This is an optimization exercise on Yosys and OpenROAD, whose aim is small area, not a production implementation.
The RTL was checked by simulation tests, not by an equivalence proof against the original design.
No activity file was given, so power comes from the tool's default toggle rates.

==> flow/design.v <==
module stopwatch(
    input        Clock,
    input        Sel,
    input        Adj,
    input        Reset,
    input        Pause,
    output [7:0] seg,
    output [3:0] an
    );
reg [14:0] cnt;
reg [10:0] times;
reg        first;
reg [3:0]  s1, m1;
reg [2:0]  s10, m10;
reg [3:0]  dig;
reg [5:0]  pw;
reg        run;
wire stretch = first & (times[9:5] == 5'd0);
wire toggle  = (pw == 6'd33);
wire run_eff = run ^ toggle;
reg [14:0] sum;
reg [15:0] pc;
integer k;
always @* begin
    sum[0] = cnt[0] ^ ~Adj;
    pc[1]  = Adj | cnt[0];
    for (k = 1; k < 15; k = k + 1) begin
        sum[k]  = cnt[k] ^ pc[k];
        pc[k+1] = cnt[k] & pc[k];
    end
end
reg [10:0] tn;
reg [11:0] tc;
always @* begin
    tc[0] = 1'b1;
    for (k = 0; k < 11; k = k + 1) begin
        tn[k]   = times[k] ^ tc[k];
        tc[k+1] = times[k] & tc[k];
    end
end
wire tick_raw = cnt[14] & cnt[11] & cnt[10] & cnt[9] & cnt[4] & cnt[3]
              & cnt[2] & cnt[1] & (cnt[0] | Adj);
wire adv = tick_raw & run_eff;
always @(posedge Clock) begin
    if (stretch)
        cnt <= {13'd0, Adj, ~Adj};
    else if (tick_raw)
        cnt <= 15'd0;
    else
        cnt <= sum;
end
always @(posedge Clock) begin
    if (Reset) begin
        times <= 11'd0;
        first <= 1'b1;
    end else begin
        times <= tn;
        if (times[9])
            first <= 1'b0;
    end
end
always @(posedge Clock) begin
    if (Reset) begin
        pw  <= 6'd0;
        run <= 1'b1;
    end else begin
        if (Pause)
            pw <= (pw == 6'd0) ? 6'd33 : 6'd32;
        else if (pw == 6'd33)
            pw <= 6'd31;
        else if (pw != 6'd0)
            pw <= pw - 6'd1;
        run <= run_eff;
    end
end
wire s1_9  = (s1 == 4'd9);
wire s10_5 = (s10 == 3'd5);
wire m1_9  = (m1 == 4'd9);
wire m10_5 = (m10 == 3'd5);
wire inc_s  = adv & Sel;
wire inc_m  = adv & (~Sel | (s1_9 & s10_5));
reg [3:0] s1_n, m1_n;
reg [2:0] s10_n, m10_n;
always @* begin
    s1_n = s1; s10_n = s10; m1_n = m1; m10_n = m10;
    if (stretch) begin
        s1_n = 4'd0; s10_n = 3'd0; m1_n = 4'd0; m10_n = 3'd0;
    end else begin
        if (inc_s) begin
            s1_n = s1_9 ? 4'd0 : s1 + 4'd1;
            if (s1_9)
                s10_n = s10_5 ? 3'd0 : s10 + 3'd1;
        end
        if (inc_m) begin
            m1_n = m1_9 ? 4'd0 : m1 + 4'd1;
            if (m1_9)
                m10_n = m10_5 ? 3'd0 : m10 + 3'd1;
        end
    end
end
always @(posedge Clock) begin
    s1 <= s1_n; s10 <= s10_n; m1 <= m1_n; m10 <= m10_n;
end
always @(posedge Clock) begin
    if (Reset)
        dig <= 4'hF;
    else if (times[8:0] == 9'h1FF) begin
        case (times[10:9])
            2'b00: dig <= {1'b0, s10_n};
            2'b01: dig <= m1_n;
            2'b10: dig <= {1'b0, m10_n};
            2'b11: dig <= s1_n;
        endcase
    end
end
wire d3 = dig[3], d2 = dig[2], d1 = dig[1], d0 = dig[0];
wire [6:0] pat;
assign pat[6] = (~d3 & ~d2 & ~d1 & d0) | (d3 & d2) | (d2 & ~d1 & ~d0);
assign pat[5] = (d3 & d2) | (d2 & ~d1 & d0) | (d2 & d1 & ~d0);
assign pat[4] = (d3 & d2) | (~d2 & d1 & ~d0);
assign pat[3] = (~d3 & ~d2 & ~d1 & d0) | (d2 & ~d1 & ~d0) | (d2 & d1 & d0);
assign pat[2] = (d2 & ~d1) | d0;
assign pat[1] = (~d3 & ~d2 & d0) | (~d2 & d1) | (d1 & d0);
assign pat[0] = (~d3 & ~d2 & ~d1) | (d2 & d1 & d0);
assign seg = {pat, 1'b1};
assign an  = {~(times[10] & times[9]), ~times[10] | times[9],
              times[10] | ~times[9], times[10] | times[9] | first};
endmodule
Settings: LEC_CHECK=0, CAP_MARGIN=20, CORE_MARGIN=2, CORE_UTILIZATION=40, SLEW_MARGIN=20; clock period 10.0 ns.
run.sh (not shown) runs the stock make flow with config.mk's settings and CLKGATE_MAP_FILE= SYNTH_SCRIPT=/design/flow/synth_recipe.tcl, a recipe that flattens the netlist after the stock synthesis.
The first run went through all stages and came out clean.
Rerun with:
--- a/flow/design.v
+++ b/flow/design.v
@@ -15,32 +15,13 @@
 reg [3:0]  dig;
 reg [5:0]  pw;
 reg        run;
 wire stretch = first & (times[9:5] == 5'd0);
 wire toggle  = (pw == 6'd33);
 wire run_eff = run ^ toggle;
-reg [14:0] sum;
-reg [15:0] pc;
-integer k;
-always @* begin
-    sum[0] = cnt[0] ^ ~Adj;
-    pc[1]  = Adj | cnt[0];
-    for (k = 1; k < 15; k = k + 1) begin
-        sum[k]  = cnt[k] ^ pc[k];
-        pc[k+1] = cnt[k] & pc[k];
-    end
-end
-reg [10:0] tn;
-reg [11:0] tc;
-always @* begin
-    tc[0] = 1'b1;
-    for (k = 0; k < 11; k = k + 1) begin
-        tn[k]   = times[k] ^ tc[k];
-        tc[k+1] = times[k] & tc[k];
-    end
-end
+wire [14:0] sum = cnt + {Adj, ~Adj};
 wire tick_raw = cnt[14] & cnt[11] & cnt[10] & cnt[9] & cnt[4] & cnt[3]
               & cnt[2] & cnt[1] & (cnt[0] | Adj);
 wire adv = tick_raw & run_eff;
 always @(posedge Clock) begin
     if (stretch)
         cnt <= {13'd0, Adj, ~Adj};
@@ -51,13 +32,13 @@
 end
 always @(posedge Clock) begin
     if (Reset) begin
         times <= 11'd0;
         first <= 1'b1;
     end else begin
-        times <= tn;
+        times <= times + 11'd1;
         if (times[9])
             first <= 1'b0;
     end
 end
 always @(posedge Clock) begin
     if (Reset) begin
@@ -110,19 +91,26 @@
             2'b01: dig <= m1_n;
             2'b10: dig <= {1'b0, m10_n};
             2'b11: dig <= s1_n;
         endcase
     end
 end
-wire d3 = dig[3], d2 = dig[2], d1 = dig[1], d0 = dig[0];
-wire [6:0] pat;
-assign pat[6] = (~d3 & ~d2 & ~d1 & d0) | (d3 & d2) | (d2 & ~d1 & ~d0);
-assign pat[5] = (d3 & d2) | (d2 & ~d1 & d0) | (d2 & d1 & ~d0);
-assign pat[4] = (d3 & d2) | (~d2 & d1 & ~d0);
-assign pat[3] = (~d3 & ~d2 & ~d1 & d0) | (d2 & ~d1 & ~d0) | (d2 & d1 & d0);
-assign pat[2] = (d2 & ~d1) | d0;
-assign pat[1] = (~d3 & ~d2 & d0) | (~d2 & d1) | (d1 & d0);
-assign pat[0] = (~d3 & ~d2 & ~d1) | (d2 & d1 & d0);
+reg [6:0] pat;
+always @* begin
+    case (dig)
+        4'd0: pat = 7'b0000001;
+        4'd1: pat = 7'b1001111;
+        4'd2: pat = 7'b0010010;
+        4'd3: pat = 7'b0000110;
+        4'd4: pat = 7'b1001100;
+        4'd5: pat = 7'b0100100;
+        4'd6: pat = 7'b0100000;
+        4'd7: pat = 7'b0001111;
+        4'd8: pat = 7'b0000000;
+        4'd9: pat = 7'b0000100;
+        default: pat = 7'b1111111;
+    endcase
+end
 assign seg = {pat, 1'b1};
 assign an  = {~(times[10] & times[9]), ~times[10] | times[9],
               times[10] | ~times[9], times[10] | times[9] | first};
 endmodule
Outcome: Core utilization increases by 0.78 points. Routed wire length increases by about 33%. Non-clock buffer count decreases by 1. Count of clock-buffer cells in the layout increases by 5. Sequential power increases by 14%. Setup slack gets worse by 0.13 ns. Die area increases by about 17%. Synthesized cell count increases by about 25%. Global-route usage increases by 1.9 points. Clock skew decreases by 0.0069 ns. Register-to-register slack gets worse by 0.38 ns.

==> afterwards: timing with drivers on the ports <==
How much do the figures lean on ideal ports? The routed layouts below were timed once more, with nothing changed but the port constraints.
Step 1 assumes that a clkbuf_16 drives the clock port and a buf_2 every other input.
Step 2 times the ports against the registers' clock, not the clock port: input delays grow and output delays shrink by t, the midpoint of the rising clock arrivals with the driver on.
Three values: ideal ports, drivers, drivers and shift; two values: the first two.
run | t, ns | setup WS [ns] | hold slack, ns
the first run | 0.333 | 4.939 / 4.948 / 4.615 | 0.426 / 0.426 / 0.426
the second run | 0.363 | 4.806 / 4.810 / 4.447 | 0.456 / 0.456 / 0.456
After both steps setup and hold are still met in every run listed. The setup slack of the second run, which loses most, moves by +0.004 ns with the drivers and by -0.359 ns with both steps.
